From an optimization exercise on the open Yosys and OpenROAD flow, aimed at small area and a short achievable clock period; shortcuts taken in it are not production practice.
Only simulation tests tie the RTL to the original design; equivalence was not proved.
Power figures rest on the tool's default switching activity, not on a simulated workload.

== wip/umber ==
Design fp32_mul, start of the top module:
module fp32_mul (
    input wire          clk         ,
    input wire          rst_n       ,
    input wire [31:0]   a           ,        
    input wire [31:0]   b           ,        
    input wire          in_valid    ,        
    output reg          out_valid   ,        
    output reg [31:0]   result               
);
Size: ~2800 cells after synthesis, roughly 100 I/O pins, about 22000 um^2 of cells after synthesis.
==> flow/config.mk <==
export PLATFORM = sky130hd
export DESIGN_NAME = fp32_mul
export DESIGN_NICKNAME = fp32_mul
export VERILOG_FILES = /design/flow/design.v
export SDC_FILE = /design/flow/constraint.sdc
export NUM_CORES = 4
export LEC_CHECK = 0
export ABC_AREA = 1
export CAP_MARGIN = 20
export CORE_MARGIN = 2
export CORE_UTILIZATION = 40
export SETUP_SLACK_MARGIN = 5
export SLEW_MARGIN = 20
export SYNTH_HIERARCHICAL = 1
export SYNTH_MINIMUM_KEEP_SIZE = 0
==> flow/constraint.sdc <==
create_clock -name core_clock -period 10.0 [get_ports {clk}]
set_input_delay 2.0000 -clock core_clock [delete_from_list [all_inputs] [get_ports {clk}]]
set_output_delay 2.0000 -clock core_clock [all_outputs]
set_load 0.01 [all_outputs]
standard.sh (not shown) runs the stock make flow with config.mk's settings and CLKGATE_MAP_FILE= SYNTH_SCRIPT=/design/flow/synth_recipe.tcl, a recipe that flattens the netlist after the stock synthesis.
==> flow/flow/run.sh <==
#!/bin/bash
# The standard layout (standard.sh) with two changes: the ports are buffered
# by buf_2 cells instead of the default delay buffers, and the setup repair
# aims for a slack of 6.25 ns. Synthesis is unchanged.
set -euo pipefail
sed "s/SETUP_SLACK_MARGIN=[0-9.]*/SETUP_SLACK_MARGIN=6.25/" standard.sh > standard_margin.sh
bash standard_margin.sh BUFFER_PORTS_ARGS="-buffer_cell sky130_fd_sc_hd__buf_2" finish > flow_make.log 2>&1
#### Input delta (wip/pepper over wip/umber)
==> flow/flow/run.sh <==
#!/bin/bash
# The standard layout (standard.sh) with two changes: the ports are buffered
# by buf_2 cells instead of the default delay buffers, and the setup repair
# aims for a slack of 5 ns. Synthesis is unchanged.
set -euo pipefail
sed "s/SETUP_SLACK_MARGIN=[0-9.]*/SETUP_SLACK_MARGIN=5/" standard.sh > standard_margin.sh
bash standard_margin.sh BUFFER_PORTS_ARGS="-buffer_cell sky130_fd_sc_hd__buf_2" finish > flow_make.log 2>&1
Notes after the runs:
Going from wip/umber to wip/pepper, count of buffering cells on the critical path with inverters included went up 1; share of the cycle needed by the critical path after routing went up 8.2 points; highest clock rate went down 43 MHz; post-route worst setup slack went down 0.82 ns; met1 layer wirelength in the final routing went down about 9%. The relative contribution of combinational cells to total power number comes out higher for wip/umber vs wip/pepper. Tightest slew margin relative to the limit, wip/umber and wip/pepper, lower one = wip/pepper. Looking at via count, wip/pepper sits below wip/umber. Going from wip/umber to wip/pepper, the global-route usage was found to have gone down by 3.2 points. Diff wip/umber..wip/pepper | share of flip-flops with an asynchronous set or reset | unchanged.
--- input diff wip/pepper..wip/sierra ---
==> flow/flow/run.sh <==
#!/bin/bash
# The standard layout (standard.sh) with two changes: the ports are buffered
# by buf_2 cells instead of the default delay buffers, and the setup repair
# aims for a slack of 6 ns. Synthesis is unchanged.
set -euo pipefail
sed "s/SETUP_SLACK_MARGIN=[0-9.]*/SETUP_SLACK_MARGIN=6/" standard.sh > standard_margin.sh
bash standard_margin.sh BUFFER_PORTS_ARGS="-buffer_cell sky130_fd_sc_hd__buf_2" finish > flow_make.log 2>&1
-- flow/config.mk --
<<< wip/pepper, line 11
export CORE_UTILIZATION = 40
export SETUP_SLACK_MARGIN = 5
>>> wip/sierra, line 11
export CORE_UTILIZATION = 40
export GPL_ROUTABILITY_DRIVEN = 0
export SETUP_SLACK_MARGIN = 5
### Flow results
Every stage of the flow completed for wip/sierra, and the final layout passed the timing, design-rule and antenna checks.
For wip/pepper, the cell at the slowest stage of the critical path was ha_1, unlike wip/sierra, where it was fa_1.
Compared with wip/pepper, wip/sierra shows a lower critical-path maximum fanout.
Changes observed in wip/sierra relative to wip/pepper: met3 global-route usage grew by 1.3 points; share of the cycle needed by the critical path after routing has decreased; sequential share of layout area lower; worst path buffer plus inverter count climbed 1; highest clock frequency the design can meet saw an increase.
Diff wip/pepper..wip/sierra | aggregate negative setup slack | unchanged
Input-level comparison between wip/garnet and wip/sierra:
-- flow/config.mk --
<<< wip/sierra, line 11
export CORE_UTILIZATION = 40
export GPL_ROUTABILITY_DRIVEN = 0
export SETUP_SLACK_MARGIN = 5
>>> wip/garnet, line 11
export CORE_UTILIZATION = 40
export CTS_BUF_LIST = sky130_fd_sc_hd__clkbuf_8
export SETUP_SLACK_MARGIN = 5
Notes after the runs:
wip/garnet went all the way through the flow, and no timing, DRC or antenna check failed. In terms of post-placement cell area, wip/sierra and wip/garnet differ only marginally. The internal cell power in wip/garnet sits about 4% below the value recorded for wip/sierra. Number of inverters outside the clock class in the layout was lower in wip/sierra than in wip/garnet. Comparing critical path depth for wip/garnet and wip/sierra, the bigger number came from wip/sierra. Reported for wip/garnet and wip/sierra, number of enable flip-flop cells after synthesis turned out identical to the last digit. Routed wire length was lower in the run labelled wip/sierra. As far as initial antenna violation count goes, wip/sierra and wip/garnet are indistinguishable; the numbers are identical. Taking wip/sierra as the reference, in wip/garnet register-to-register slack saw little to no change, critical path buffer and inverter count saw a decrease, via count of the first global-routing pass saw an increase.

==> port drivers added, routing unchanged <==
No port has a modelled driver above. Below, the same layouts with a new extraction and two added sets of constraints.
Step 1: set_driving_cell puts a clkbuf_16 on clk and a buf_2 on each other input, an assumption about the parent block.
Step 2, shift: input delay + t, output delay - t, t = (earliest + latest rising clock arrival at the registers) / 2. This alone moves slack from input paths to output paths.
Slacks: no drivers / after step 1 / after step 2; pairs: no drivers / after step 1.
run | t, ns | slack for setup (ns) | latest minus earliest clock arrival (ns)
wip/umber | 0.566 | 6.024 / 6.024 / 5.759 | 0.024 / 0.024
wip/pepper | 0.560 | 5.204 / 5.204 / 4.743 | 0.023 / 0.023
wip/sierra | 0.556 | 5.957 / 5.957 / 5.490 | 0.018 / 0.019
wip/garnet | 0.591 | 5.957 / 5.957 / 5.514 | 0.026 / 0.025
After both steps every run listed still meets setup and hold. The setup slack of wip/sierra, which loses most, moves by 0.000 ns with the drivers and by -0.467 ns with both steps.
